Source: an optimization exercise on an open RTL-to-GDS flow (aim: a short achievable clock period and few clock cycles). Production flows keep margins and buffers that such runs may drop.
The RTL was checked by simulation tests, not by an equivalence proof against the original design.
Power and IR drop assume default switching activity.

$ cat config.mk
export PLATFORM = sky130hd
export DESIGN_NAME = fmrt_core
export DESIGN_NICKNAME = fmrt_core
export VERILOG_FILES = /design/flow/design.v
export SDC_FILE = /design/flow/constraint.sdc
export NUM_CORES = 4
export LEC_CHECK = 0
export ABC_CLOCK_PERIOD_IN_PS = 3000
export CAP_MARGIN = 20
export CORE_MARGIN = 2
export CORE_UTILIZATION = 40
export PLACE_DENSITY = 0.6
export SETUP_SLACK_MARGIN = 5
export SLEW_MARGIN = 20
$ cat constraint.sdc
create_clock -name core_clock -period 10.0 [get_ports {clk}]
set_input_delay 2.0000 -clock core_clock [delete_from_list [all_inputs] [get_ports {clk}]]
set_output_delay 2.0000 -clock core_clock [all_outputs]
set_load 0.01 [all_outputs]
$ cat design.v
`timescale 1ns/1ps
module fmrt_core (
    input             clk,
    input             rst,
    output     [31:0] imem_addr,
    input      [31:0] imem_rdata,
    output     [31:0] dmem_addr,
    input      [31:0] dmem_rdata,
    output            dmem_we,
    output     [31:0] dmem_wdata
);
    localparam [31:0] RESET_PC = 32'h0000E100;
    function [2:0] cmp3(input [31:0] x, input [31:0] y);
        begin
            cmp3[2] = (x == y);
            cmp3[1] = ({~x[31], x[30:0]} < {~y[31], y[30:0]});
            cmp3[0] = (x < y);
        end
    endfunction
    function [31:0] ks_add(input [31:0] x, input [31:0] y, input cin);
        reg [31:0] g, p, gn, pn;
        integer i, d;
        begin
            g = x & y;
            p = x ^ y;
            g[0] = g[0] | (p[0] & cin);
            for (d = 1; d < 32; d = d * 2) begin
                gn = g; pn = p;
                for (i = d; i < 32; i = i + 1) begin
                    gn[i] = g[i] | (p[i] & g[i-d]);
                    pn[i] = p[i] & p[i-d];
                end
                g = gn; p = pn;
            end
            ks_add = (x ^ y) ^ {g[30:0], cin};
        end
    endfunction
    reg  [31:0] pc_f;
    reg         fd_valid;
    reg  [31:0] fd_insn;
    reg  [31:0] fd_pc;
    reg         fd_bt;                
    reg  [31:0] fd_ptgt;              
    reg         fd_jec;               
    reg         de_valid;
    reg  [31:0] de_a, de_b, de_sd;    
    reg  [31:0] de_bx;                
    reg  [31:0] de_c;                 
    reg  [31:0] de_alt;               
    reg         de_a_em, de_b_em, de_s_em;    
    reg  [4:0]  de_rd;
    reg         de_wr;
    reg         de_r_add, de_r_log, de_r_sft, de_r_slt, de_r_c;
    reg         de_sub;
    reg         de_l_and, de_l_or;    
    reg         de_s_left, de_s_arith;
    reg         de_slt_u;
    reg         de_br, de_pred;
    reg         de_eq1, de_eq0, de_lt1, de_lt0, de_ltu1, de_ltu0, de_rall;
    reg  [31:0] de_pc;
    reg         de_jchk;              
    reg  [31:0] de_jp;                
    reg  [31:0] jb;                   
    reg         jb_ok;
    reg  [2:0]  de_f3;
    reg         de_ld, de_st, de_sw;
    reg         em_valid;
    reg  [31:0] em_res;
    reg  [31:0] em_addr;              
    reg  [31:0] em_sd;
    reg  [4:0]  em_rd;
    reg         em_wr;
    reg         em_ld;
    reg         em_sub_st;            
    reg  [2:0]  em_f3;
    reg         em_mem;               
    reg         m_we;                 
    reg  [31:0] ma_q, wd_q;
    reg         wpend;                
    reg         wbus;                 
    reg  [31:0] wb_addr, wb_data;
    reg         mw_valid;
    reg  [31:0] mw_res;
    reg  [4:0]  mw_rd;
    reg         mw_wr;
    reg  [31:0] rf [1:31];
    assign imem_addr  = pc_f;
    assign dmem_addr  = ma_q;
    assign dmem_wdata = wd_q;
    assign dmem_we    = m_we;
    wire [31:0] ins   = fd_insn;
    wire [6:0]  opc   = ins[6:0];
    wire [2:0]  f3    = ins[14:12];
    wire [6:0]  f7    = ins[31:25];
    wire [4:0]  rs1   = ins[19:15];
    wire [4:0]  rs2   = ins[24:20];
    wire [4:0]  rd    = ins[11:7];
    wire op_lui   = (opc == 7'b0110111);
    wire op_auipc = (opc == 7'b0010111);
    wire op_jal   = (opc == 7'b1101111);
    wire op_jalr  = (opc == 7'b1100111);
    wire op_br    = (opc == 7'b1100011);
    wire op_ld    = (opc == 7'b0000011);
    wire op_st    = (opc == 7'b0100011);
    wire op_imm   = (opc == 7'b0010011);
    wire op_reg   = (opc == 7'b0110011);
    wire [31:0] imm_i = {{20{ins[31]}}, ins[31:20]};
    wire [31:0] imm_s = {{20{ins[31]}}, ins[31:25], ins[11:7]};
    wire [31:0] imm_b = {{20{ins[31]}}, ins[7], ins[30:25], ins[11:8], 1'b0};
    wire [31:0] imm_u = {ins[31:12], 12'b0};
    wire [31:0] imm_j = {{12{ins[31]}}, ins[19:12], ins[20], ins[30:21], 1'b0};
    wire [31:0] imm_jr = {{20{ins[31]}}, ins[31:21], 1'b0};
    wire [31:0] imm_sh = {27'b0, ins[24:20]};
    wire f7_zero = (f7 == 7'b0000000);
    wire f7_alt  = (f7 == 7'b0100000);
    wire ld_ok = (f3 == 3'b000) | (f3 == 3'b001) | (f3 == 3'b010) |
                 (f3 == 3'b100) | (f3 == 3'b101);
    wire st_ok = (f3 == 3'b000) | (f3 == 3'b001) | (f3 == 3'b010);
    wire d_wr = op_lui | op_auipc | op_jal | op_jalr |
                (op_ld & ld_ok) |
                (op_imm & ((f3 != 3'b101) | f7_zero | f7_alt)) |
                (op_reg & (((f3 != 3'b000) & (f3 != 3'b101)) | f7_zero | f7_alt));
    wire use1 = op_jalr | op_br | op_ld | op_st | op_imm | op_reg;
    wire use2 = op_br | op_st | op_reg;
    wire d_r_c   = op_lui | op_auipc | op_jal | op_jalr;
    wire d_r_slt = (op_imm | op_reg) & (f3[2:1] == 2'b01);
    wire d_r_sft = (op_imm | op_reg) & (f3[1:0] == 2'b01);
    wire d_r_log = (op_imm | op_reg) & f3[2] & (f3[1:0] != 2'b01);
    wire d_r_add = op_ld | op_st | ((op_imm | op_reg) & (f3 == 3'b000));
    wire d_sub   = op_reg & (f3 == 3'b000) & f7_alt;
    wire        use_imm = op_imm | op_ld | op_st | op_jalr;
    wire [31:0] d_imm   = op_st   ? imm_s  :
                          op_jalr ? imm_jr :
                          (op_imm & (f3 == 3'b101)) ? imm_sh : imm_i;
    wire [31:0] pc4    = fd_pc + 32'd4;
    wire [31:0] tgt_b  = fd_pc + imm_b;
    wire [31:0] tgt_j  = fd_pc + imm_j;
    wire [31:0] auipc  = fd_pc + imm_u;
    wire        spred  = ins[31] | (f3 == 3'b001);    
    wire        pred   = fd_bt | spred;
    wire w_we = mw_valid & mw_wr;
    wire [31:0] rf1 = (rs1 == 5'd0) ? 32'd0 : rf[rs1];
    wire [31:0] rf2 = (rs2 == 5'd0) ? 32'd0 : rf[rs2];
    wire [31:0] r1  = (w_we & (mw_rd == rs1) & (rs1 != 5'd0)) ? mw_res : rf1;
    wire [31:0] r2  = (w_we & (mw_rd == rs2) & (rs2 != 5'd0)) ? mw_res : rf2;
    wire [31:0] mw_next;              
    wire a_em = de_valid & de_wr & (de_rd == rs1) & (rs1 != 5'd0);
    wire a_mw = em_valid & em_wr & (em_rd == rs1) & (rs1 != 5'd0);
    wire b_em = de_valid & de_wr & (de_rd == rs2) & (rs2 != 5'd0);
    wire b_mw = em_valid & em_wr & (em_rd == rs2) & (rs2 != 5'd0);
    wire [31:0] r1f = a_mw ? mw_next : r1;
    wire [31:0] r2f = b_mw ? mw_next : r2;
    wire ld_use = fd_valid & de_valid & de_ld & de_wr & (de_rd != 5'd0) &
                  ((use1 & (de_rd == rs1)) | (use2 & (de_rd == rs2)));
    wire j_e_c = fd_jec;
    wire j_pend = (de_valid & de_wr & (de_rd == rs1) & (rs1 != 5'd0)) |
                  (em_valid & em_wr & (em_rd == rs1) & (rs1 != 5'd0)) |
                  (mw_valid & mw_wr & (mw_rd == rs1) & (rs1 != 5'd0));
    wire j_ready = j_e_c | (jb_ok & ~j_pend);
    wire [31:0] tgt_jr_c = de_c + imm_jr;
    wire [31:0] tgt_jr_b = jb + imm_jr;
    wire [31:0] tgt_jr = j_e_c ? tgt_jr_c : tgt_jr_b;
    wire stall_d = ld_use | (fd_valid & op_jalr & ~j_ready);
    wire [31:0] ea = de_a_em ? em_res : de_a;
    wire [31:0] eb = de_b_em ? em_res : de_b;
    wire [31:0] es = de_s_em ? em_res : de_sd;
    wire [31:0] eb_add = de_b_em ? (em_res ^ {32{de_sub}}) : de_bx;
    wire [31:0] sum    = ks_add(ea, eb_add, de_sub);
    wire [31:0] logic_r = de_l_and ? (ea & eb) : de_l_or ? (ea | eb) : (ea ^ eb);
    wire        big    = |eb[31:5];
    wire [4:0]  sh     = eb[4:0];
    wire [31:0] sll_r  = ea << sh;
    wire signed [32:0] sr_in = {de_s_arith & ea[31], ea};
    wire signed [32:0] sr_w  = sr_in >>> sh;
    wire [31:0] sr_r   = sr_w[31:0];
    wire [31:0] sft_r  = de_s_left ? (big ? 32'd0 : sll_r)
                                   : (big ? {32{de_s_arith & ea[31]}} : sr_r);
    wire [2:0]  c00 = cmp3(de_a, de_b);
    wire [2:0]  c10 = cmp3(em_res, de_b);
    wire [2:0]  c01 = cmp3(de_a, em_res);
    wire [2:0]  csel = de_a_em ? (de_b_em ? 3'b100 : c10) : (de_b_em ? c01 : c00);
    wire        eq     = csel[2];
    wire        lt     = csel[1];
    wire        ltu    = csel[0];
    wire        slt_r  = de_slt_u ? ltu : lt;
    wire [31:0] e_oth = ({32{de_r_log}} & logic_r) |
                        ({32{de_r_sft}} & sft_r) |
                        ({32{de_r_slt}} & {31'b0, slt_r}) |
                        ({32{de_r_c}}   & de_c);
    wire [31:0] e_res = de_r_add ? sum : e_oth;    
    wire mis    = (eq & de_eq1) | (~eq & de_eq0) | (lt & de_lt1) | (~lt & de_lt0) |
                  (ltu & de_ltu1) | (~ltu & de_ltu0) | de_rall;    
    wire wb_same = (em_res[31:2] == wb_addr[31:2]);
    wire stall_m = wpend & em_valid & em_mem & (wbus | ~em_ld | wb_same);
    wire sub_rd  = em_valid & em_sub_st & ~wpend;
    wire em_st_w = em_valid & em_mem & ~em_ld & ~em_sub_st;    
    wire pend_next = sub_rd | (wpend & ~wbus);
    wire nx_ld     = stall_m ? (em_valid & em_ld) : (de_valid & de_ld);
    wire wbus_next = pend_next & (~nx_ld | stall_m);
    wire [31:0] wb_addr_next = sub_rd ? em_res : wb_addr;
    wire        ma_sum = ~wbus_next & ~stall_m;
    wire [31:0] ma_oth = wbus_next ? wb_addr_next : em_res;
    wire jmis = (de_alt != de_jp);
    wire redirect_e = de_valid & ~stall_m & ((de_br & mis) | (de_jchk & jmis));
    wire [31:0] e_target = de_alt;
    wire redirect_dr = fd_valid & ~stall_m & ~stall_d &
                       (fd_bt ? ~(op_jal | op_br | op_jalr) : (op_jal | op_jalr | (op_br & spred)));
    wire redirect_d = redirect_dr & ~redirect_e;
    wire [31:0] d_target = fd_bt ? pc4 : op_jal ? tgt_j : op_jalr ? tgt_jr : tgt_b;
    localparam NB = 8;
    reg  [NB-1:0] bv;
    reg  [31:0]   btag [0:NB-1];
    reg  [31:0]   btgt [0:NB-1];
    reg  [2:0]    bptr;
    reg           upd_v, upd_inv, upd_e;
    reg  [31:0]   upd_dpc, upd_epc, upd_dtgt, upd_etgt;
    wire [31:0]   upd_pc  = upd_e ? upd_epc : upd_dpc;
    wire [31:0]   upd_tgt = upd_e ? upd_etgt : upd_dtgt;
    reg  [NB-1:0] bhv;
    reg  [31:0]   btgt_sel;
    integer       bk;
    always @(*) begin
        btgt_sel = 32'd0;
        for (bk = 0; bk < NB; bk = bk + 1) begin
            bhv[bk]  = bv[bk] & (btag[bk] == pc_f);
            btgt_sel = btgt_sel | ({32{bhv[bk]}} & btgt[bk]);
        end
    end
    wire bhit = |bhv;
    wire e_alloc = redirect_e & ~de_pred;    
    wire e_inval = redirect_e & de_pred;     
    wire d_alloc = redirect_d & ~fd_bt & (op_jal | op_br | op_jalr);
    always @(posedge clk) begin
        if (rst)
            upd_v <= 1'b0;
        else
            upd_v <= e_alloc | e_inval | d_alloc;
        upd_inv <= e_inval;
        upd_e    <= redirect_e;
        upd_epc  <= de_pc;
        upd_dpc  <= fd_pc;
        upd_etgt <= de_alt;
        upd_dtgt <= d_target;
    end
    always @(posedge clk) begin
        if (rst) begin
            bv   <= {NB{1'b0}};
            bptr <= 3'd0;
        end else if (upd_v) begin
            if (upd_inv) begin
                for (bk = 0; bk < NB; bk = bk + 1)
                    if (btag[bk] == upd_pc) bv[bk] <= 1'b0;
            end else begin
                bv[bptr]   <= 1'b1;
                bptr       <= bptr + 3'd1;
            end
        end
        if (upd_v && !upd_inv) begin
            btag[bptr] <= upd_pc;
            btgt[bptr] <= upd_tgt;
        end
    end
    wire [1:0]  off   = em_res[1:0];
    wire [31:0] rw    = dmem_rdata;
    wire [7:0]  lbyte = off[1] ? (off[0] ? rw[31:24] : rw[23:16])
                               : (off[0] ? rw[15:8]  : rw[7:0]);
    wire [15:0] lhalf = off[1] ? rw[31:16] : rw[15:0];
    wire [31:0] ldata = (em_f3[1:0] == 2'b00) ? {{24{lbyte[7] & ~em_f3[2]}}, lbyte} :
                        (em_f3[1:0] == 2'b01) ? {{16{lhalf[15] & ~em_f3[2]}}, lhalf} :
                        rw;
    assign mw_next = em_ld ? ldata : em_res;
    wire [31:0] merged = em_f3[0] ?
                         (off[1] ? {em_sd[15:0], rw[15:0]} : {rw[31:16], em_sd[15:0]}) :
                         (off == 2'd0 ? {rw[31:8], em_sd[7:0]} :
                          off == 2'd1 ? {rw[31:16], em_sd[7:0], rw[7:0]} :
                          off == 2'd2 ? {rw[31:24], em_sd[7:0], rw[15:0]} :
                                        {em_sd[7:0], rw[23:0]});
    wire [31:0] wb_data_next = sub_rd ? merged : wb_data;
    wire [31:0] pc_seq = bhit ? btgt_sel : pc_f + 32'd4;
    wire [31:0] pc_nr  = (stall_m | stall_d) ? pc_f :
                         redirect_dr ? d_target : pc_seq;
    wire fd_valid_nr   = stall_m ? fd_valid :
                         redirect_dr ? 1'b0 :
                         stall_d ? fd_valid : 1'b1;
    always @(posedge clk) begin
        if (rst)
            pc_f <= RESET_PC;
        else
            pc_f <= redirect_e ? e_target : pc_nr;
    end
    always @(posedge clk) begin
        if (rst)
            fd_valid <= 1'b0;
        else
            fd_valid <= ~redirect_e & fd_valid_nr;
        if (rst)
            fd_jec <= 1'b0;
        else if (!stall_m && !stall_d)
            fd_jec <= fd_valid & d_r_c & (imem_rdata[19:15] == rd) & (imem_rdata[19:15] != 5'd0);
        else if (!stall_m)
            fd_jec <= 1'b0;
        if (!stall_m && !stall_d) begin
            fd_insn <= imem_rdata;
            fd_pc   <= pc_f;
            fd_bt   <= bhit;
            fd_ptgt <= btgt_sel;
        end
    end
    always @(posedge clk) begin
        if (rst)
            de_valid <= 1'b0;
        else if (!stall_m)
            de_valid <= fd_valid & ~redirect_e & ~stall_d;
        if (stall_m) begin
            de_a <= ea; de_b <= eb; de_sd <= es;
            de_bx <= eb ^ {32{de_sub}};
            de_a_em <= 1'b0; de_b_em <= 1'b0; de_s_em <= 1'b0;
        end else begin
            de_a    <= r1f;
            de_b    <= use_imm ? d_imm : r2f;
            de_bx   <= d_sub ? ~r2f : (use_imm ? d_imm : r2f);
            de_sd   <= r2f;
            de_a_em <= a_em;
            de_b_em <= b_em & ~use_imm;
            de_s_em <= b_em;
            de_c    <= op_lui ? imm_u : op_auipc ? auipc : pc4;
            de_alt  <= op_jalr ? tgt_jr : pred ? pc4 : tgt_b;
            de_jchk <= op_jalr & fd_bt;
            de_jp   <= fd_ptgt;
            de_rd   <= rd;
            de_wr   <= d_wr;
            de_r_add <= d_r_add;
            de_r_log <= d_r_log;
            de_r_sft <= d_r_sft;
            de_r_slt <= d_r_slt;
            de_r_c   <= d_r_c;
            de_sub   <= d_sub;
            de_l_and <= (f3[1:0] == 2'b11);
            de_l_or  <= (f3[1:0] == 2'b10);
            de_s_left  <= ~f3[2];
            de_s_arith <= ins[30];
            de_slt_u   <= f3[0];
            de_br    <= op_br;
            de_pred  <= pred;
            de_eq1   <= op_br & (f3[2:1] == 2'b00) & ~(f3[0] ^ pred);
            de_eq0   <= op_br & (f3[2:1] == 2'b00) &  (f3[0] ^ pred);
            de_lt1   <= op_br & (f3[2:1] == 2'b10) & ~(f3[0] ^ pred);
            de_lt0   <= op_br & (f3[2:1] == 2'b10) &  (f3[0] ^ pred);
            de_ltu1  <= op_br & (f3[2:1] == 2'b11) & ~(f3[0] ^ pred);
            de_ltu0  <= op_br & (f3[2:1] == 2'b11) &  (f3[0] ^ pred);
            de_rall  <= op_br & (f3[2:1] == 2'b01) & pred;
            de_pc    <= fd_pc;
            de_f3    <= f3;
            de_ld    <= op_ld & ld_ok;
            de_st    <= op_st & st_ok;
            de_sw    <= op_st & (f3 == 3'b010);
        end
    end
    always @(posedge clk) begin
        if (rst)
            jb_ok <= 1'b0;
        else
            jb_ok <= fd_valid & op_jalr & ~j_pend & ~redirect_e & (stall_m | stall_d);
        jb <= rf1;
    end
    always @(posedge clk) begin
        if (rst)
            em_valid <= 1'b0;
        else if (!stall_m)
            em_valid <= de_valid;
        em_res  <= (de_r_add & ~stall_m) ? sum : (stall_m ? em_addr : e_oth);    
        em_addr <= stall_m ? em_res : sum;
        if (!stall_m) begin
            em_sd     <= es;
            em_rd     <= de_rd;
            em_wr     <= de_wr;
            em_ld     <= de_ld;
            em_mem    <= de_ld | de_st;
            em_sub_st <= de_st & ~de_sw;
            em_f3     <= de_f3;
        end
    end
    always @(posedge clk) begin
        if (rst) begin
            m_we  <= 1'b0;
            wpend <= 1'b0;
            wbus  <= 1'b0;
        end else begin
            wpend <= pend_next;
            wbus  <= wbus_next;
            m_we  <= wbus_next | (~pend_next & (stall_m ? em_st_w : (de_valid & de_sw)));
        end
        if (sub_rd) begin
            wb_addr <= em_res;
            wb_data <= merged;
        end
        ma_q <= ma_sum ? sum : ma_oth;    
        if (wbus_next)
            wd_q <= wb_data_next;
        else if (stall_m)
            wd_q <= em_sd;
        else
            wd_q <= es;
    end
    always @(posedge clk) begin
        if (rst)
            mw_valid <= 1'b0;
        else
            mw_valid <= em_valid & ~stall_m;
        mw_res <= mw_next;
        mw_rd  <= em_rd;
        mw_wr  <= em_wr;
    end
    always @(posedge clk) begin
        if (w_we && mw_rd != 5'd0)
            rf[mw_rd] <= mw_res;
    end
endmodule
$ cat flow/run.sh
#!/bin/bash
set -euo pipefail
MARGIN=${MARGIN:-7}
sed -e "s/SETUP_SLACK_MARGIN=[0-9.]*/SETUP_SLACK_MARGIN=${MARGIN}/" standard.sh > standard_margin.sh
grep -q "SETUP_SLACK_MARGIN=${MARGIN}" standard_margin.sh
bash standard_margin.sh > flow_make.log 2>&1
$ cat standard.sh
#!/bin/bash
# synth_recipe.tcl (not shown) runs the flow's synth.tcl, then flattens the netlist and writes it again
# the make line also repeats each setting of config.mk as NAME=value (left out here)
make -C /OpenROAD-flow-scripts/flow DESIGN_CONFIG=/design/flow/config.mk WORK_HOME=/design/flow/orfs CLKGATE_MAP_FILE= SYNTH_SCRIPT=/design/flow/synth_recipe.tcl "${@:-finish}"
==> metrics.md, run 1 <==
| Metric | Value |
|---|---|
| Req. time, crit path | 10870 ps |
| R2r endpoint | em_res[17] |
| Worst hold slack | 287 ps |
| Design Area, Final | 163000 um^2 |
| Slew margin rel. | 11.0% |
| Clk sinks | 2391 |
| Vias per Instance | 6.55 |
| Largest net degree at the start of global routing | 109 |
| Hold Startpoint | de_pc[5] |
| Fmax | 0.259 GHz |
| Fin util | 54.4% |
| Drt wl/cell | 36.8 um |
| Row count | 201 |
| Seq/Total Area, Yosys | 54.5% |
| Max reg flops | 992 |
| Syn Inst Count | 9489 |
| Root buf cell | clkbuf_16 |
| Crit path capture type | register |
| Synthesized area | 120000 um^2 |
| Setup TNS | 0 ps |
| Worst-path maximum fanout | 11 |
| Synth Register Bits | 2391 |
| Share of layout cells above drive strength 1 | 39.2% |
| Most frequent cells in the layout | 1773 x edfxtp_1, 834 x buf_4, 600 x nand2_1 |
| Clock tree buffer depth | 4 |
| Initial antenna violation count | 46 |
| Max Clock Skew | 103 ps |
| Syn Nets | 9844 |
| Slew @ Worst Pin | 1300 ps |
| I/O pin count | 163 |
| Pleak | 59.6 nW |
| Fillers | 24000 |
| Clock transition at the registers of the reported paths | 60 ps |
| Hold EP | upd_epc[5] |
| DR iter-0 viols | 15400 |
| Main flop type after synthesis | edfxtp_1 |
| First-pass GRT wire length | 738000 um |
| CTS tree | done |
| Status | complete, no violations |
| DRT antenna net count | 0 |
| Crit path DAT | 4740 ps |
| Fin. Hold Viols | 0 |
| Port Buffer Count | 162 |
| P&R area growth vs syn | 35.3% |
| Registers with the most flip-flops | rf: 992 flops, btag: 256 flops, btgt: 256 flops |
| Largest register by flop count | rf |
| Pwr dens | 167 nW/um^2 |
| Via count | 98300 |
| Slew Viols, Final | 0 |
| Post-route DRC | 0 |
| GRT Overall Usage | 34.3% |
| Synthesis Warnings | 1 |
| Mean Syn Cell Area | 12.7 um^2 |
| Worst-Skew Late Latency | 930 ps |
| Number of global-route vias before repair | 92400 |
| FF-to-FF Start | em_res[11] |
| Crit path from | em_res[11] |
| RSZ-0062 raised after global routing | yes |
| Area after DPL | 128000 um^2 |
| Fin nets | 11200 |
| Initial core utilization | 40.2% |
| Detailed Route WL | 552000 um |
| Min Tclk post-route | 3870 ps |
| Register area | 66000 um^2 |
| Hold Crit Depth | 0 |
| Setup Viol. Count Final | 0 |
| Most common cell after layout, fill and taps aside | edfxtp_1 |
| R2R setup slack | 6130 ps |
| Placer Congestion | 1.02 |
| Async SR Flop Fraction | 0% |
| CTS Buf Count | 267 |
| Peak VDD IR | 0.000123 V |
| Post-synth EDFFs | 1773 |
| Pre-antenna DRT Iters | 10 |
| Core Box Area | 300000 um^2 |
| Multi-input gate area | 61300 um^2 |
| Max-Cap Viols | 0 |
| Netlist cell types | 97 |
| Critical path startpoint category | register |
| Grt ovf | 0 |
| Die Width | 553 um |
| Design Power | 27.1 mW |
| Period utilisation layout | 38.7% |
| FF-to-FF path depth | 11 |
| Die area | 306000 um^2 |
| Min-delay worst type | register to register |
| Kind of critical path | register to register |
| HPWL after DPL | 317000 um |
| Die boundary height | 553 um |
| Clock H-tree levels | 5 |
[critical path, cell delays in order, from the launching register on]
cell and delay [ps]:
dfxtp_4 380, buf_4 200, nor4_1 1100, nand3_1 160, o21ai_1 320, and2_4 280, buf_4 160, nand2_4 140
o2111ai_2 230, nand4_1 370, a221oi_2 380, a21o_1 110
[where the power goes]
| group | switching (mW) | internal (mW) | leakage, nW |
|---|---|---|---|
| combinational | 3.10 | 2.49 | 33.0 |
| clock | 4.31 | 5.94 | 4.34 |
| sequential | 0.342 | 11.0 | 22.3 |
[worst max path at each step]
stage,endpoint,slack (ps),cells after the start
CTS,ma_q[30],6270,16
finish,em_res[17],6130,11
global route,em_res[17],6160,11
floorplan,de_bx[19],6010,13
global placement,pc_f[26],4340,15
detailed placement,pc_f[26],4250,15
[Yosys cell counts (15+ instances only)]
cell type	n	share of area [%]
edfxtp_1	1773	44
nand2_1	753	2.3
dfxtp_1	618	10
xnor2_1	608	4.4
mux4_2	570	11
nor2_1	557	1.7
o21ai_0	521	2.2
a21oi_1	469	1.9
mux2i_1	451	3.7
clkbuf_1	401	1.2
ha_1	283	2.9
inv_1	231	0.72
xor2_1	216	1.6
mux2_2	157	1.5
nand4_1	145	0.75
buf_2	136	0.57
nand3_1	131	0.54
nor4_1	130	0.68
a22oi_1	125	0.78
a211oi_1	116	0.72
nor3_1	92	0.38
buf_1	85	0.26
a221oi_1	63	0.46
a31oi_1	63	0.33
a21o_1	62	0.39
and3_1	61	0.32
o211ai_1	60	0.37
o22ai_1	56	0.29
a22o_1	38	0.28
o31ai_1	36	0.22
o21a_1	35	0.22
and2_1	33	0.17
a211o_1	32	0.23
or3_1	28	0.15
nor2b_1	27	0.14
nand2b_1	26	0.14
a21boi_0	15	0.093
nand3b_1	15	0.093
o21bai_1	15	0.093
[cell families (layout without fill, tap and decap cells)]
kind of cell,after synthesis,after routing,synth area share [%]
DFF,2391,2391,54.5
muxes,1179,1179,15.9
xor gates and xnor gates,824,824,5.99
buffers and inverters,880,2398,2.96
and+or+nand+nor,2072,2076,7.94
AOI/OAI and AO/OA,1854,1856,9.72
adders and majority gates,289,289,3.04
other,0,25,0
[layout make-up]
type                            instances  share of cell area (%)
Tap cell                             3958                    3.04
Clock buffer                          353                    4.56
Clock inverter                        133                   0.914
Multi-Input combinational cell       6224                    37.6
Inverter                              241                   0.668
Sequential cell                      2391                    40.5
Antenna cell                           25                  0.0384
Timing Repair inverter                 17                   0.169
Timing Repair Buffer                 1654                    12.5
[metal layers]
layer | routed length [um] | vias to the layer above | GRT usage (%)
met5 | 228 | - | 0
li1 | - | 39000 | -
met4 | 41100 | 18 | 20.3
met1 | 202000 | 49700 | 45.2
met2 | 235000 | 7811 | 50.0
met3 | 74500 | 1793 | 9.78
[repair_timing]
item	CTS	global route
gates resized for setup	2606	889
hold buffers	0	0
endpoints found under the setup margin	1364	852
setup buffers	732	345
cloned	137	39
pin swaps	402	461
[through the flow]
stage	instances	setup WS [ps]
2_1_floorplan	9489	6010
4_1_cts	14600	6270
3_3_place_gp	13200	4340
5_1_grt	15000	6160
6_report	15000	6130
3_5_place_dp	13200	4250
Testbench counts, summed over its fixed seeds: cycles 43,911.
==> run 2: changes to the inputs <==
--- a/config.mk
+++ b/config.mk
@@ -9,6 +9,6 @@
 export CAP_MARGIN = 20
 export CORE_MARGIN = 2
-export CORE_UTILIZATION = 40
-export PLACE_DENSITY = 0.6
+export CORE_UTILIZATION = 35
+export PLACE_DENSITY = 0.5
 export SETUP_SLACK_MARGIN = 5
 export SLEW_MARGIN = 20
==> run 2 against run 1 <==
  * Sequential power hardly changed
  * Core utilization decreased by 6.4 points
  * Cell count up 4.1%
  * Sequential share of layout area down 0.33 points
  * Wire length grew 4.1%
  * Critical path depth decreased by 2
  * Final area grew 0.83%
  * Highest routed layer unchanged
  * Total power rose by 1.0%
==> metrics.md, run 2 <==
| Metric | Value |
|---|---|
| Clock H-tree levels | 5 (unchanged) |
| Period utilisation layout | 37.2% (was 38.7%) |
| Largest net degree at the start of global routing | 92 (was 109) |
| Most frequent cells in the layout | 1773 x edfxtp_1, 835 x buf_4, 597 x nand2_1 (was 1773 x edfxtp_1, 834 x buf_4, 600 x nand2_1) |
| Worst-Skew Late Latency | 980 ps (was 930 ps) |
| Row count | 215 (was 201) |
| DR iter-0 viols | 13600 (was 15400) |
| Fillers | 29800 (was 24000) |
| I/O pin count | 163 (unchanged) |
| Vias per Instance | 6.15 (was 6.55) |
| Seq/Total Area, Yosys | 54.5% (unchanged) |
| RSZ-0062 raised after global routing | yes (unchanged) |
| Largest register by flop count | rf (unchanged) |
| Clock tree buffer depth | 4 (unchanged) |
| Synth cell count leaders | 1773 x edfxtp_1, 753 x nand2_1, 618 x dfxtp_1 (unchanged) |
| Fmax | 0.269 GHz (was 0.259 GHz) |
| Post-synth EDFFs | 1773 (unchanged) |
| Number of global-route vias before repair | 91400 (was 92400) |
| Synthesized area | 120000 um^2 (unchanged) |
| Yosys top cell area share | 44.2% (unchanged) |
| GRT Overall Usage | 31.6% (was 34.3%) |
| Worst-path maximum fanout | 21 (was 11) |
| Placer Congestion | 0.980 (was 1.02) |
| Main flop type after synthesis | edfxtp_1 (unchanged) |
| Comb power frac | 20.6% (about the same) |
| Die boundary height | 591 um (was 553 um) |
| Port Buffer Count | 162 (unchanged) |
| Top cell by count, worst path | o21ai_0 (was buf_4) |
| Registers with the most flip-flops | rf: 992 flops, btag: 256 flops, btgt: 256 flops (unchanged) |
| Setup TNS | 0 ps (unchanged) |
| Min Tclk post-route | 3720 ps (was 3870 ps) |
| Net Switching | 7.91 mW (was 7.75 mW) |
| Critical path startpoint category | register (unchanged) |
| Worst path bufs/invs | 2 (unchanged) |
| Clk sinks | 2391 (unchanged) |
| Max Clock Skew | 143 ps (was 103 ps) |
| Pwr dens | 167 nW/um^2 (about the same) |
| Synth Register Bits | 2391 (unchanged) |
| Internal power | 19.5 mW (was 19.4 mW) |
| CTS tree | done (unchanged) |
| Fin. Hold Viols | 0 (unchanged) |
| CTS Buf Count | 281 (was 267) |
| Slew @ Worst Pin | 1160 ps (was 1300 ps) |
| HPWL after DPL | 338000 um (was 317000 um) |
| First-pass GRT wire length | 767000 um (was 738000 um) |
| Dominant cells by area after synthesis | edfxtp_1 44%, mux4_2 11%, dfxtp_1 10% (unchanged) |
| Via count | 96000 (was 98300) |
| Status | complete, no violations (unchanged) |
| Crit path DAT | 4540 ps (was 4740 ps) |
| Setup Viol. Count Final | 0 (unchanged) |
| DRT antenna net count | 0 (unchanged) |
| Req. time, crit path | 10820 ps (was 10870 ps) |
| Post-route DRC | 0 (unchanged) |
| Pre-antenna DRT Iters | 8 (was 10) |
| Die Width | 591 um (was 553 um) |
| Min-delay worst type | register to register (unchanged) |
| Peak VDD IR | 0.000135 V (was 0.000123 V) |
| Drt wl/cell | 36.8 um (about the same) |
| Count leader, synth | edfxtp_1 (unchanged) |
| Initial core utilization | 35.2% (was 40.2%) |
| Pleak | 59.7 nW (was 59.6 nW) |
| Max reg flops | 992 (unchanged) |
| Crit path capture type | register (unchanged) |
| Initial antenna violation count | 57 (was 46) |
| Hold Startpoint | de_pc[7] (was de_pc[5]) |
| Syn Inst Count | 9489 (unchanged) |
| Async SR Flop Fraction | 0% (unchanged) |
| Most common cell after layout, fill and taps aside | edfxtp_1 (unchanged) |
| Detailed Route WL | 575000 um (was 552000 um) |
| Crit path from | de_b_em (was em_res[11]) |
| Core Box Area | 343000 um^2 (was 300000 um^2) |
| Slew margin rel. | 20.3% (was 11.0%) |
| Hold buffers post-CTS | 0 (unchanged) |
| Crit-path max cell delay | 750 ps (was 1100 ps) |
| Grt ovf | 0 (unchanged) |
| Synthesis Warnings | 1 (unchanged) |
| P&R area growth vs syn | 36.4% (was 35.3%) |
| Mean Syn Cell Area | 12.7 um^2 (unchanged) |
| Syn Nets | 9844 (unchanged) |
| Design Power | 27.4 mW (was 27.1 mW) |
| FF-to-FF Start | de_b_em (was em_res[11]) |
| Largest area contributor in the netlist | edfxtp_1 (unchanged) |
| Kind of critical path | register to register (unchanged) |
| Die area | 349000 um^2 (was 306000 um^2) |
| Fin nets | 11200 (about the same) |
| Max-Cap Viols | 0 (unchanged) |
| Clk network pwr share | 38.3% (was 37.8%) |
| Root buf cell | clkbuf_16 (unchanged) |
| Cell family with most CP delay | compound AO/OA/AOI/OAI gates (was simple AND/OR/NAND/NOR gates) |
| Crit-path cells | buf_12, buf_16, mux2i_2, ha_1, o21ai_0, o21ai_0, a221o_1, a31oi_2, a311oi_2 (was buf_4, nor4_1, nand3_1, o21ai_1, and2_4, buf_4, nand2_4, o2111ai_2, nand4_1, a221oi_2, a21o_1) |
| Clock transition at the registers of the reported paths | 60 ps (about the same) |
| Slowest cell on the critical path | mux2i_2 (was nor4_1) |
| Share of layout cells above drive strength 1 | 39.9% (was 39.2%) |
| Slew Viols, Final | 0 (unchanged) |
| Sequential share of power | 41.2% (was 41.7%) |
| Net Sw Frac | 28.8% (was 28.6%) |
| Netlist cell types | 97 (unchanged) |
run 2: cell counts after synthesis:
No cell type changed its count.
run 2: layer usage:
layer  vias up  track usage, %  wire (um)
li1      39000               -          -
met1     49600            43.2     229000
met2      6074            47.2     249000
met3      1386            6.61      60500
met4        16            16.6      36800
met5         -               0        301
run 2: worst reg2reg max path, delay by kind of cell, from the launching register on:
| kind | cells | cell delay, ps |
|---|---|---|
| buffers and inverters | 2 | 370 |
| AO/OA/AOI/OAI | 5 | 1700 |
| adder cells (fa/ha/maj) | 1 | 250 |
| multiplexers | 1 | 750 |
| flip-flops | 1 | 540 |
run 2: repair_timing:
| action | CTS | global route |
|---|---|---|
| endpoints found under the setup margin | 983 | 782 |
| buffers inserted | 754 | 295 |
| gates resized for setup | 2686 | 853 |
| gates cloned | 146 | 26 |
| pin swaps | 443 | 446 |
run 2: cell type report:
| cell class | count | area [um^2] | area share [%] |
|---|---|---|---|
| Clock buffer | 373 | 7820 | 4.76 |
| Sequential cell | 2391 | 66000 | 40.2 |
| Timing Repair Buffer | 1654 | 20300 | 12.3 |
| Multi-Input combinational cell | 6228 | 61800 | 37.6 |
| Clock inverter | 134 | 1360 | 0.827 |
| Inverter | 241 | 1080 | 0.656 |
| Tap cell | 4557 | 5700 | 3.47 |
| Timing Repair inverter | 11 | 176 | 0.107 |
| Antenna cell | 23 | 57.6 | 0.0350 |
run 2: worst paths after layout:
kind	to	slack [ps]	depth (start not counted)
max	em_res[23]	6280	9
min	upd_epc[7]	290	0
max reg2reg	em_res[23]	6280	9
min reg2reg	upd_epc[7]	290	0
run 2: power groups by stage:
stage	logic [mW]	registers [mW]	clock network, mW
final	5.64	11.3	10.5
after global routing	5.83	11.3	10.9
after CTS	5.02	11.3	10.5
after detailed placement	3.70	11.5	0
after global placement	3.70	11.5	0
after floorplan	2.21	11.3	0
run 2: cell families after synthesis:
| family | Yosys count | synth area share [%] |
|---|---|---|
| DFF | 2391 | 54.5 |
| and+or+nand+nor | 2072 | 7.94 |
| AOI/OAI and AO/OA | 1854 | 9.72 |
| muxes | 1179 | 15.9 |
| buffers and inverters | 880 | 2.96 |
| xor gates and xnor gates | 824 | 5.99 |
| adders and majority gates | 289 | 3.04 |
run 2: per-stage QoR:
stage	cell area, um^2	hold slack, ps	setup slack, ps	instances	util [%]
final	164000	292	6280	15600	47.9
after global routing	164000	323	6210	15600	47.9
after CTS	157000	304	6400	15300	45.9
after detailed placement	129000	327	4310	13900	37.6
after global placement	129000	323	4340	13900	37.6
after floorplan	122000	323	6010	9489	-
==> run 3: changes to the inputs <==
--- a/config.mk
+++ b/config.mk
@@ -9,6 +9,6 @@
 export CAP_MARGIN = 20
 export CORE_MARGIN = 2
-export CORE_UTILIZATION = 35
-export PLACE_DENSITY = 0.5
+export CORE_UTILIZATION = 30
+export PLACE_DENSITY = 0.45
 export SETUP_SLACK_MARGIN = 5
 export SLEW_MARGIN = 20
==> run 3 against run 2 <==
  * Still clean on timing, DRC and antenna
  * Count of clock-buffer cells in the layout grew 3
  * Synthesized area is the same
  * Critical path depth grew 7
  * Synthesized cell count is the same
  * Die area grew 17%
  * Cell count grew 4.6%
  * Global-route usage shrank 4.5 points
  * Worst setup slack lost 310 ps
  * Hold slack gained 5.0 ps
  * Via count shrank 0.99%
  * Sequential share of layout area shrank 0.21 points
  * Flip-flop and latch count is the same
  * Critical path type unchanged
  * Largest cell class unchanged
==> metrics.md, run 3 <==
| Metric | Value |
|---|---|
| Status | complete, no violations (unchanged) |
| Pleak | 60.0 nW (was 59.7 nW) |
| Kind of critical path | register to register (unchanged) |
| Largest register by flop count | rf (unchanged) |
| GRT Overall Usage | 27.2% (was 31.6%) |
| HPWL after DPL | 346000 um (was 338000 um) |
| Slew margin rel. | 16.7% (was 20.3%) |
| Synth Register Bits | 2391 (unchanged) |
| Net Sw Frac | 28.9% (was 28.8%) |
| Crit path DAT | 4870 ps (was 4540 ps) |
| Clk network pwr share | 38.6% (was 38.3%) |
| Largest net degree at the start of global routing | 81 (was 92) |
| Req. time, crit path | 10840 ps (was 10820 ps) |
| Clk sinks | 2391 (unchanged) |
| Clock H-tree levels | 5 (unchanged) |
| Internal power | 19.5 mW (about the same) |
| I/O pin count | 163 (unchanged) |
| Most common cell after layout, fill and taps aside | edfxtp_1 (unchanged) |
| CTS Buf Count | 285 (was 281) |
| Setup Viol. Count Final | 0 (unchanged) |
| FF-to-FF path depth | 16 (was 9) |
| Die area | 407000 um^2 (was 349000 um^2) |
| Net Switching | 7.93 mW (was 7.91 mW) |
| Most frequent cells in the layout | 1773 x edfxtp_1, 817 x buf_4, 637 x nand2_1 (was 1773 x edfxtp_1, 835 x buf_4, 597 x nand2_1) |
| Fmax | 0.248 GHz (was 0.269 GHz) |
| Max reg flops | 992 (unchanged) |
| Fin util | 41.3% (was 47.9%) |
| DR iter-0 viols | 12800 (was 13600) |
| Comb power frac | 20.2% (was 20.6%) |
| Synth cell count leaders | 1773 x edfxtp_1, 753 x nand2_1, 618 x dfxtp_1 (unchanged) |
| Cell family with most CP delay | compound AO/OA/AOI/OAI gates (unchanged) |
| Slew Viols, Final | 0 (unchanged) |
| Post-route DRC | 0 (unchanged) |
| Max Clock Skew | 148 ps (was 143 ps) |
| R2r endpoint | ma_q[30] (was em_res[23]) |
| Number of global-route vias before repair | 90500 (was 91400) |
| DRT antenna net count | 0 (unchanged) |
| Main flop type after synthesis | edfxtp_1 (unchanged) |
| Share of layout cells above drive strength 1 | 38.8% (was 39.9%) |
| Worst path bufs/invs | 4 (was 2) |
| Hold Crit Depth | 0 (unchanged) |
| R2R setup slack | 5970 ps (was 6280 ps) |
| Dominant cells by area after synthesis | edfxtp_1 44%, mux4_2 11%, dfxtp_1 10% (unchanged) |
| Crit path capture type | register (unchanged) |
| Count leader, synth | edfxtp_1 (unchanged) |
| FF-to-FF Start | de_a_em (was de_b_em) |
| Die boundary height | 638 um (was 591 um) |
| Initial core utilization | 30.2% (was 35.2%) |
| Min Tclk post-route | 4030 ps (was 3720 ps) |
| Port Buffer Count | 162 (unchanged) |
| Detailed Route WL | 584000 um (was 575000 um) |
| P&R area growth vs syn | 37.1% (was 36.4%) |
| Registers with the most flip-flops | rf: 992 flops, btag: 256 flops, btgt: 256 flops (unchanged) |
| Syn Inst Count | 9489 (unchanged) |
| Synthesized area | 120000 um^2 (unchanged) |
| Core Box Area | 399000 um^2 (was 343000 um^2) |
| CTS tree | done (unchanged) |
| Fillers | 36800 (was 29800) |
| Seq/Total Area, Yosys | 54.5% (unchanged) |
| Crit path to | ma_q[30] (was em_res[23]) |
| Min-delay worst type | register to register (unchanged) |
| First-pass GRT wire length | 771000 um (was 767000 um) |
| Mean Syn Cell Area | 12.7 um^2 (unchanged) |
| Fin. Hold Viols | 0 (unchanged) |
| Row count | 232 (was 215) |
| Sequential share of power | 41.2% (about the same) |
| Pwr dens | 166 nW/um^2 (was 167 nW/um^2) |
| Post-Layout Cell Count | 16300 (was 15600) |
| Initial antenna violation count | 45 (was 57) |
| Grt ovf | 0 (unchanged) |
| Synthesis Warnings | 1 (unchanged) |
| Period utilisation layout | 40.3% (was 37.2%) |
| Crit-path cells | buf_12, buf_6, buf_16, mux2i_4, inv_2, ha_4, o21a_1, o31ai_4, o2bb2ai_4, a2111oi_4, o2111ai_2, a41oi_2, a21oi_2, mux2i_1, or3_4, a31oi_4 (was buf_12, buf_16, mux2i_2, ha_1, o21ai_0, o21ai_0, a221o_1, a31oi_2, a311oi_2) |
| Slowest cell on the critical path | a2111oi_4 (was mux2i_2) |
| Pre-antenna DRT Iters | 5 (was 8) |
| Register area | 66000 um^2 (about the same) |
| Max-Cap Viols | 0 (unchanged) |
| Slew @ Worst Pin | 1210 ps (was 1160 ps) |
| Clock transition at the registers of the reported paths | 60 ps (about the same) |
| Clock tree buffer depth | 4 (unchanged) |
| RSZ-0062 raised after global routing | yes (unchanged) |
| Critical path startpoint category | register (unchanged) |
| Post-synth EDFFs | 1773 (unchanged) |
| Multi-input gate area | 61300 um^2 (was 61800 um^2) |
| Post-Place Cells | 14600 (was 13900) |
| Setup TNS | 0 ps (unchanged) |
| Worst-Skew Late Latency | 970 ps (was 980 ps) |
| Placer Congestion | 0.946 (was 0.980) |
| Root buf cell | clkbuf_16 (unchanged) |
| Yosys top cell area share | 44.2% (unchanged) |
| Hold buffers post-CTS | 0 (unchanged) |
| Largest area contributor in the netlist | edfxtp_1 (unchanged) |
| Die Width | 638 um (was 591 um) |
| Worst-path maximum fanout | 6 (was 21) |
| Critical Path Stages | 16 (was 9) |
| Via count | 95100 (was 96000) |
| Fin nets | 11200 (about the same) |
| Netlist cell types | 97 (unchanged) |
| Syn Nets | 9844 (unchanged) |
| Async SR Flop Fraction | 0% (unchanged) |
| Crit path from | de_a_em (was de_b_em) |
| Peak VDD IR | 0.000126 V (was 0.000135 V) |
| Drt wl/cell | 35.8 um (was 36.8 um) |
| Vias per Instance | 5.82 (was 6.15) |
| Crit-path max cell delay | 510 ps (was 750 ps) |
run 3: cell types whose count changed in the layout (fill, tap and decap cells not counted), sizes merged, moves of 8 or more:
cell           delta
buf              -36
clkbuf           +29
clkdlybuf4s15     -8
clkinv           +15
clkinvlp          -8
dlygate4sd2      +15
run 3: area by class of cell:
class / instances / share of cell area (%)
diodes: 16 / 0.0242
clock buffers: 376 / 4.74
clock inverters: 146 / 0.915
inverters: 241 / 0.659
multi-input cells: 6227 / 37.2
flip-flops and latches: 2391 / 40.0
well taps: 5265 / 3.99
repair buffers: 1653 / 12.5
repair inverters: 11 / 0.112
run 3: power groups by stage:
stage          Clock (mW)  Sequential (mW)  Combinational, mW
6_report             10.6             11.3               5.55
2_1_floorplan           0             11.3               2.21
3_5_place_dp            0             11.5               3.69
4_1_cts              10.7             11.3               5.02
5_1_grt              11.1             11.3               5.75
3_3_place_gp            0             11.5               3.68
run 3: routing by layer:
layer,part of all wire (%),vias up,wire [um],track usage [%]
met5,0.0094,-,55,0
met4,5.5,8,32200,11.6
met3,9.0,1094,52800,4.46
met2,44,5353,260000,42.2
met1,41,49600,239000,37.5
li1,-,39000,-,-
run 3: how the worst min path moves through the flow:
| stage | startpoint | end | slack (ps) |
|---|---|---|---|
| 5_1_grt | de_pc[11] | upd_epc[11] | 330 |
| 6_report | de_pc[11] | upd_epc[11] | 300 |
| 2_1_floorplan | de_pc[0] | upd_epc[0] | 320 |
| 3_3_place_gp | de_pc[1] | upd_epc[1] | 320 |
| 3_5_place_dp | de_pc[14] | upd_epc[14] | 330 |
| 4_1_cts | de_pc[11] | upd_epc[11] | 310 |
run 3: worst register-to-register path: stages (launching register included):
cell	delay [ps]
dfxtp_4	390
buf_12	130
buf_6	100
buf_16	160
mux2i_4	380
inv_2	170
ha_4	320
o21a_1	160
o31ai_4	100
o2bb2ai_4	190
a2111oi_4	520
o2111ai_2	200
a41oi_2	260
a21oi_2	90
mux2i_1	140
or3_4	400
a31oi_4	200
run 3: metrics by stage:
| stage | hold slack (ps) | setup slack [ps] | instance area, um^2 | total power [mW] |
|---|---|---|---|---|
| global placement | 323 | 4080 | 130000 | 15.2 |
| global route | 331 | 5970 | 165000 | 28.2 |
| finish | 297 | 5970 | 165000 | 27.5 |
| detailed placement | 327 | 4270 | 130000 | 15.2 |
| CTS | 310 | 6070 | 158000 | 27.0 |
| floorplan | 323 | 6010 | 122000 | 13.5 |
run 3: timing repair:
action	in CTS	in global routing
setup buffers	745	277
gates resized for setup	2702	708
gates cloned	126	64
endpoints found under the setup margin	1421	866
endpoints found under the hold margin	0	0
pin swaps	432	330
run 3: cell families (layout without fill, tap and decap cells):
group	Yosys count	in the layout	share of synthesized area [%]
AND/OR/NAND/NOR	2072	2078	7.94
AO/OA/AOI/OAI	1854	1857	9.72
flip-flops	2391	2391	54.5
adder cells (fa/ha/maj)	289	289	3.04
other	0	16	0
XOR/XNOR	824	824	5.99
multiplexers	1179	1179	15.9
buffers and inverters	880	2427	2.96
==> run 4: changes to the inputs <==
--- a/design.v
+++ b/design.v
@@ -52,5 +52,5 @@
     reg         de_wr;
     reg         de_r_add, de_r_log, de_r_sft, de_r_slt, de_r_c;
-    reg         de_sub;
+    reg         de_sub, de_sub_h;     
     reg         de_l_and, de_l_or;    
     reg         de_s_left, de_s_arith;
@@ -78,6 +78,4 @@
     reg  [31:0] ma_q, wd_q;
     reg         wpend;                
-    reg         wbus;                 
-    reg  [31:0] wb_addr, wb_data;
     reg         mw_valid;
     reg  [31:0] mw_res;
@@ -158,6 +156,6 @@
                   (mw_valid & mw_wr & (mw_rd == rs1) & (rs1 != 5'd0));
     wire j_ready = j_e_c | (jb_ok & ~j_pend);
-    wire [31:0] tgt_jr_c = de_c + imm_jr;
-    wire [31:0] tgt_jr_b = jb + imm_jr;
+    wire [31:0] tgt_jr_c = ks_add(de_c, imm_jr, 1'b0);
+    wire [31:0] tgt_jr_b = ks_add(jb, imm_jr, 1'b0);
     wire [31:0] tgt_jr = j_e_c ? tgt_jr_c : tgt_jr_b;
     wire stall_d = ld_use | (fd_valid & op_jalr & ~j_ready);
@@ -165,6 +163,19 @@
     wire [31:0] eb = de_b_em ? em_res : de_b;
     wire [31:0] es = de_s_em ? em_res : de_sd;
-    wire [31:0] eb_add = de_b_em ? (em_res ^ {32{de_sub}}) : de_bx;
-    wire [31:0] sum    = ks_add(ea, eb_add, de_sub);
+    wire [31:0] em_x   = em_res ^ {32{de_sub}};
+    wire [31:0] sum00  = ks_add(de_a, de_bx, de_sub);
+    wire [31:0] sum10  = ks_add(em_res, de_bx, de_sub);
+    wire [31:0] sum01  = ks_add(de_a, em_x, de_sub);
+    wire [31:0] sum11  = de_sub ? 32'd0 : {em_res[30:0], 1'b0};
+    wire        s00    = ~de_a_em & ~de_b_em;
+    wire        s10    =  de_a_em & ~de_b_em;
+    wire        s01    = ~de_a_em &  de_b_em;
+    wire        s11    =  de_a_em &  de_b_em;
+    wire [31:0] sum    = ({32{s00}} & sum00) | ({32{s10}} & sum10) |
+                         ({32{s01}} & sum01) | ({32{s11}} & sum11);
+    function [31:0] sum_if(input k);
+        sum_if = ({32{k & s00}} & sum00) | ({32{k & s10}} & sum10) |
+                 ({32{k & s01}} & sum01) | ({32{k & s11}} & sum11);
+    endfunction
     wire [31:0] logic_r = de_l_and ? (ea & eb) : de_l_or ? (ea | eb) : (ea ^ eb);
     wire        big    = |eb[31:5];
@@ -191,14 +202,7 @@
     wire mis    = (eq & de_eq1) | (~eq & de_eq0) | (lt & de_lt1) | (~lt & de_lt0) |
                   (ltu & de_ltu1) | (~ltu & de_ltu0) | de_rall;    
-    wire wb_same = (em_res[31:2] == wb_addr[31:2]);
-    wire stall_m = wpend & em_valid & em_mem & (wbus | ~em_ld | wb_same);
+    wire stall_m = wpend & em_valid & em_mem;
     wire sub_rd  = em_valid & em_sub_st & ~wpend;
     wire em_st_w = em_valid & em_mem & ~em_ld & ~em_sub_st;    
-    wire pend_next = sub_rd | (wpend & ~wbus);
-    wire nx_ld     = stall_m ? (em_valid & em_ld) : (de_valid & de_ld);
-    wire wbus_next = pend_next & (~nx_ld | stall_m);
-    wire [31:0] wb_addr_next = sub_rd ? em_res : wb_addr;
-    wire        ma_sum = ~wbus_next & ~stall_m;
-    wire [31:0] ma_oth = wbus_next ? wb_addr_next : em_res;
     wire jmis = (de_alt != de_jp);
     wire redirect_e = de_valid & ~stall_m & ((de_br & mis) | (de_jchk & jmis));
@@ -276,5 +280,4 @@
                           off == 2'd2 ? {rw[31:24], em_sd[7:0], rw[15:0]} :
                                         {em_sd[7:0], rw[23:0]});
-    wire [31:0] wb_data_next = sub_rd ? merged : wb_data;
     wire [31:0] pc_seq = bhit ? btgt_sel : pc_f + 32'd4;
     wire [31:0] pc_nr  = (stall_m | stall_d) ? pc_f :
@@ -312,4 +315,6 @@
         else if (!stall_m)
             de_valid <= fd_valid & ~redirect_e & ~stall_d;
+        de_sub   <= stall_m ? de_sub_h : d_sub;
+        de_sub_h <= stall_m ? de_sub : d_sub;
         if (stall_m) begin
             de_a <= ea; de_b <= eb; de_sd <= es;
@@ -335,5 +340,4 @@
             de_r_slt <= d_r_slt;
             de_r_c   <= d_r_c;
-            de_sub   <= d_sub;
             de_l_and <= (f3[1:0] == 2'b11);
             de_l_or  <= (f3[1:0] == 2'b10);
@@ -369,6 +373,7 @@
         else if (!stall_m)
             em_valid <= de_valid;
-        em_res  <= (de_r_add & ~stall_m) ? sum : (stall_m ? em_addr : e_oth);    
-        em_addr <= stall_m ? em_res : sum;
+        em_res  <= sum_if(de_r_add & ~stall_m) | ({32{stall_m}} & em_addr) |
+                   ({32{~stall_m & ~de_r_add}} & e_oth);
+        em_addr <= sum_if(~stall_m) | ({32{stall_m}} & em_res);
         if (!stall_m) begin
             em_sd     <= es;
@@ -385,17 +390,11 @@
             m_we  <= 1'b0;
             wpend <= 1'b0;
-            wbus  <= 1'b0;
         end else begin
-            wpend <= pend_next;
-            wbus  <= wbus_next;
-            m_we  <= wbus_next | (~pend_next & (stall_m ? em_st_w : (de_valid & de_sw)));
+            wpend <= sub_rd;
+            m_we  <= sub_rd | (stall_m ? em_st_w : (de_valid & de_sw));
         end
-        if (sub_rd) begin
-            wb_addr <= em_res;
-            wb_data <= merged;
-        end
-        ma_q <= ma_sum ? sum : ma_oth;    
-        if (wbus_next)
-            wd_q <= wb_data_next;
+        ma_q <= sum_if(~(sub_rd | stall_m)) | ({32{sub_rd | stall_m}} & em_res);
+        if (sub_rd)
+            wd_q <= merged;
         else if (stall_m)
             wd_q <= em_sd;
--- a/config.mk
+++ b/config.mk
@@ -9,6 +9,6 @@
 export CAP_MARGIN = 20
 export CORE_MARGIN = 2
-export CORE_UTILIZATION = 30
-export PLACE_DENSITY = 0.45
+export CORE_UTILIZATION = 40
+export PLACE_DENSITY = 0.6
 export SETUP_SLACK_MARGIN = 5
 export SLEW_MARGIN = 20
==> run 4 against run 3 <==
  * Still clean
  * Sequential power barely moved
  * First-iteration DRC count rose by 26%
  * Hold slack improved by 37 ps
  * Worst setup slack improved by 140 ps
  * Die area fell by 24%
  * Synthesized cell count rose by 3.8%
  * Critical path type unchanged
  * Largest cell class unchanged
==> metrics.md, run 4 <==
| Metric | Value |
|---|---|
| Synth cell count leaders | 1772 x edfxtp_1, 673 x nand2_1, 576 x xnor2_1 (was 1773 x edfxtp_1, 753 x nand2_1, 618 x dfxtp_1) |
| Synthesis Warnings | 1 (unchanged) |
| Die area | 311000 um^2 (was 407000 um^2) |
| Min-delay worst type | register to register (unchanged) |
| Worst-Skew Late Latency | 950 ps (was 970 ps) |
| Clock transition at the registers of the reported paths | 60 ps (about the same) |
| Fmax | 0.257 GHz (was 0.248 GHz) |
| Slowest cell on the critical path | a222oi_1 (was a2111oi_4) |
| Most frequent cells in the layout | 1772 x edfxtp_1, 837 x buf_4, 613 x nand2_1 (was 1773 x edfxtp_1, 817 x buf_4, 637 x nand2_1) |
| Mean Syn Cell Area | 12.4 um^2 (was 12.7 um^2) |
| Slew Viols, Final | 0 (unchanged) |
| Post-Layout Cell Count | 15500 (was 16300) |
| Design Power | 26.5 mW (was 27.5 mW) |
| Largest area contributor in the netlist | edfxtp_1 (unchanged) |
| CTS Buf Count | 262 (was 285) |
| Clk sinks | 2327 (was 2391) |
| Max reg flops | 992 (unchanged) |
| Pleak | 59.3 nW (was 60.0 nW) |
| HPWL after DPL | 334000 um (was 346000 um) |
| Netlist cell types | 96 (was 97) |
| Crit-path max cell delay | 1080 ps (was 510 ps) |
| Yosys top cell area share | 43.5% (was 44.2%) |
| Period utilisation layout | 38.9% (was 40.3%) |
| Drt wl/cell | 36.5 um (was 35.8 um) |
| DP Worst Slack | 4550 ps (was 4270 ps) |
| Async SR Flop Fraction | 0% (unchanged) |
| Fin. Hold Viols | 0 (unchanged) |
| Initial core utilization | 40.1% (was 30.2%) |
| Crit path capture type | register (unchanged) |
| Number of global-route vias before repair | 95600 (was 90500) |
| Req. time, crit path | 10800 ps (was 10840 ps) |
| Multi-input gate area | 63700 um^2 (was 61300 um^2) |
| Status | complete, no violations (unchanged) |
| Top cell by count, worst path | buf_6 |
| Kind of critical path | register to register (unchanged) |
| P&R area growth vs syn | 33.0% (was 37.1%) |
| Grt ovf | 0 (unchanged) |
| Post-Place Cells | 13800 (was 14600) |
| RSZ-0062 raised after global routing | yes (unchanged) |
| Initial antenna violation count | 45 (unchanged) |
| DRT antenna net count | 0 (unchanged) |
| Max-Cap Viols | 0 (unchanged) |
| Worst-path maximum fanout | 6 (unchanged) |
| Pwr dens | 163 nW/um^2 (was 166 nW/um^2) |
| Placer Congestion | 1.01 (was 0.946) |
| Syn Inst Count | 9850 (was 9489) |
| Via count | 101000 (was 95100) |
| Row count | 203 (was 232) |
| Vias per Instance | 6.56 (was 5.82) |
| Worst hold slack | 335 ps (was 297 ps) |
| Share of layout cells above drive strength 1 | 35.9% (was 38.8%) |
| Post-synth EDFFs | 1772 (was 1773) |
| Synth Register Bits | 2327 (was 2391) |
| Core Box Area | 305000 um^2 (was 399000 um^2) |
| Die Width | 557 um (was 638 um) |
| Port Buffer Count | 162 (unchanged) |
| DR iter-0 viols | 16100 (was 12800) |
| Hold buffers post-CTS | 0 (unchanged) |
| Critical path startpoint category | register (unchanged) |
| Main flop type after synthesis | edfxtp_1 (unchanged) |
| Root buf cell | clkbuf_16 (unchanged) |
| Setup TNS | 0 ps (unchanged) |
| Count leader, synth | edfxtp_1 (unchanged) |
| Die boundary height | 557 um (was 638 um) |
| Min Tclk post-route | 3890 ps (was 4030 ps) |
| Peak VDD IR | 0.000131 V (was 0.000126 V) |
| Clock tree buffer depth | 4 (unchanged) |
| Crit path DAT | 4690 ps (was 4870 ps) |
| Fillers | 25000 (was 36800) |
| Post-route DRC | 0 (unchanged) |
| Max Clock Skew | 124 ps (was 148 ps) |
| Synthesized area | 122000 um^2 (was 120000 um^2) |
| Pre-antenna DRT Iters | 13 (was 5) |
| Setup Viol. Count Final | 0 (unchanged) |
| Largest register by flop count | rf (unchanged) |
| Crit-path cells | buf_16, buf_6, nor3_2, a31oi_1, or4_4, a211oi_4, buf_6, buf_6, a31oi_1, nor2_1, a21oi_1, a222oi_1, o21a_1, o21ai_1 (was buf_12, buf_6, buf_16, mux2i_4, inv_2, ha_4, o21a_1, o31ai_4, o2bb2ai_4, a2111oi_4, o2111ai_2, a41oi_2, a21oi_2, mux2i_1, or3_4, a31oi_4) |
| Largest net degree at the start of global routing | 90 (was 81) |
| Setup ws final | 6110 ps (was 5970 ps) |
| Dominant cells by area after synthesis | edfxtp_1 43%, mux4_2 10%, dfxtp_1 9.1% (was edfxtp_1 44%, mux4_2 11%, dfxtp_1 10%) |
| Slew margin rel. | 14.8% (was 16.7%) |
| Fin nets | 11600 (was 11200) |
| Detailed Route WL | 564000 um (was 584000 um) |
| GRT Overall Usage | 34.7% (was 27.2%) |
| Syn Nets | 10300 (was 9844) |
| Seq/Total Area, Yosys | 52.5% (was 54.5%) |
| Register area | 64600 um^2 (was 66000 um^2) |
| I/O pin count | 163 (unchanged) |
| Clock H-tree levels | 5 (unchanged) |
| CTS tree | done (unchanged) |
| Slew @ Worst Pin | 1280 ps (was 1210 ps) |
| First-pass GRT wire length | 757000 um (was 771000 um) |
| Registers with the most flip-flops | rf: 992 flops, btag: 256 flops, btgt: 256 flops (unchanged) |
| Most common cell after layout, fill and taps aside | edfxtp_1 (unchanged) |
==> run 4: metrics by stage <==
step                util [%]  instance area, um^2
global placement        42.8               131000
global route            53.3               163000
finish                  53.3               163000
CTS                     51.3               157000
detailed placement      42.8               131000
floorplan                  -               124000
==> run 4: final timing paths <==
kind	from	endpoint	slack, ps	depth (start not counted)
worst max register to register	de_b_em	em_res[27]	6110	14
worst min register to register	de_pc[14]	upd_epc[14]	330	0
worst min-delay path	de_pc[14]	upd_epc[14]	330	0
worst max-delay path	de_b_em	em_res[27]	6110	14
==> run 4: cells by family after synthesis <==
kind of cell	after synthesis	share of synthesized area (%)
DFF	2327	52.5
xor gates and xnor gates	843	6.03
adders and majority gates	414	4.29
and+or+nand+nor	2014	7.71
buffers and inverters	950	3.06
muxes	1015	14.2
AOI/OAI and AO/OA	2287	12.2
==> run 4: worst max-delay path: cells and delay by family, from the launching register on <==
family	cells	cell delay, ps
AO/OA/AOI/OAI	7	1820
AND/OR/NAND/NOR	3	900
buffers and inverters	4	620
flip-flops	1	400
==> run 4: power breakdown <==
group,internal (mW),switching (mW),leakage (nW)
registers,10.7,0.356,21.3
clock network,5.71,4.20,4.22
logic,2.38,3.15,33.8
==> run 4: what timing repair did <==
| item | in CTS | in global routing |
|---|---|---|
| gates cloned | 114 | 22 |
| endpoints found under the setup margin | 1096 | 753 |
| gates resized for setup | 2398 | 713 |
| buffers inserted | 750 | 271 |
| pin swaps | 440 | 420 |
==> run 4: routing by layer <==
| metal | GRT usage, % | wire length [um] | up-vias | share of wire (%) |
|---|---|---|---|---|
| met2 | 50.7 | 240000 | 7803 | 43 |
| met4 | 22.3 | 45200 | 12 | 8.0 |
| met1 | 45.2 | 205000 | 51100 | 36 |
| met3 | 9.59 | 73200 | 1884 | 13 |
| met5 | 0 | 150 | - | 0.027 |
| li1 | - | - | 40600 | - |
==> run 4: cell type report <==
class | instances | area share (%)
tap | 4100 | 3.15
clock buffer | 357 | 4.48
inverter | 322 | 0.860
multi-input combinational | 6577 | 39.1
sequential | 2327 | 39.7
timing repair inverter | 7 | 0.0922
timing repair buffer | 1615 | 11.7
clock inverter | 117 | 0.824
antenna | 37 | 0.0569
Testbench counts of run 4, summed over its fixed seeds: cycles 44,139.

==> re-timing with driven ports <==
How much do the figures lean on ideal ports? The routed layouts below were timed once more, with nothing changed but the port constraints. Step 1 sets driving cells, clkbuf_16 on the clock port and buf_2 on the other inputs (assumed; they add their load-dependent delay and slew). Step 2 moves the port delays by t, midway between the first and last clock arrival at a register: inputs arrive t later, outputs are due t later. That takes back most of the time a late clock gives input paths. Three values: ideal, step 1, step 2; two values: the first two.
run	t, ns	slack for setup (ns)	hold slack, ns
run 1	0.999	6.132 / 6.132 / 5.757	0.287 / 0.287 / 0.287
run 2	1.008	6.280 / 6.280 / 5.692	0.292 / 0.292 / 0.292
run 3	1.006	5.974 / 5.974 / 5.676	0.297 / 0.297 / 0.297
run 4	0.980	6.113 / 6.113 / 5.573	0.335 / 0.335 / 0.335
After both steps setup and hold are still met in every run listed. The setup slack of run 2, which loses most, moves by 0.000 ns with the drivers and by -0.588 ns with both steps.
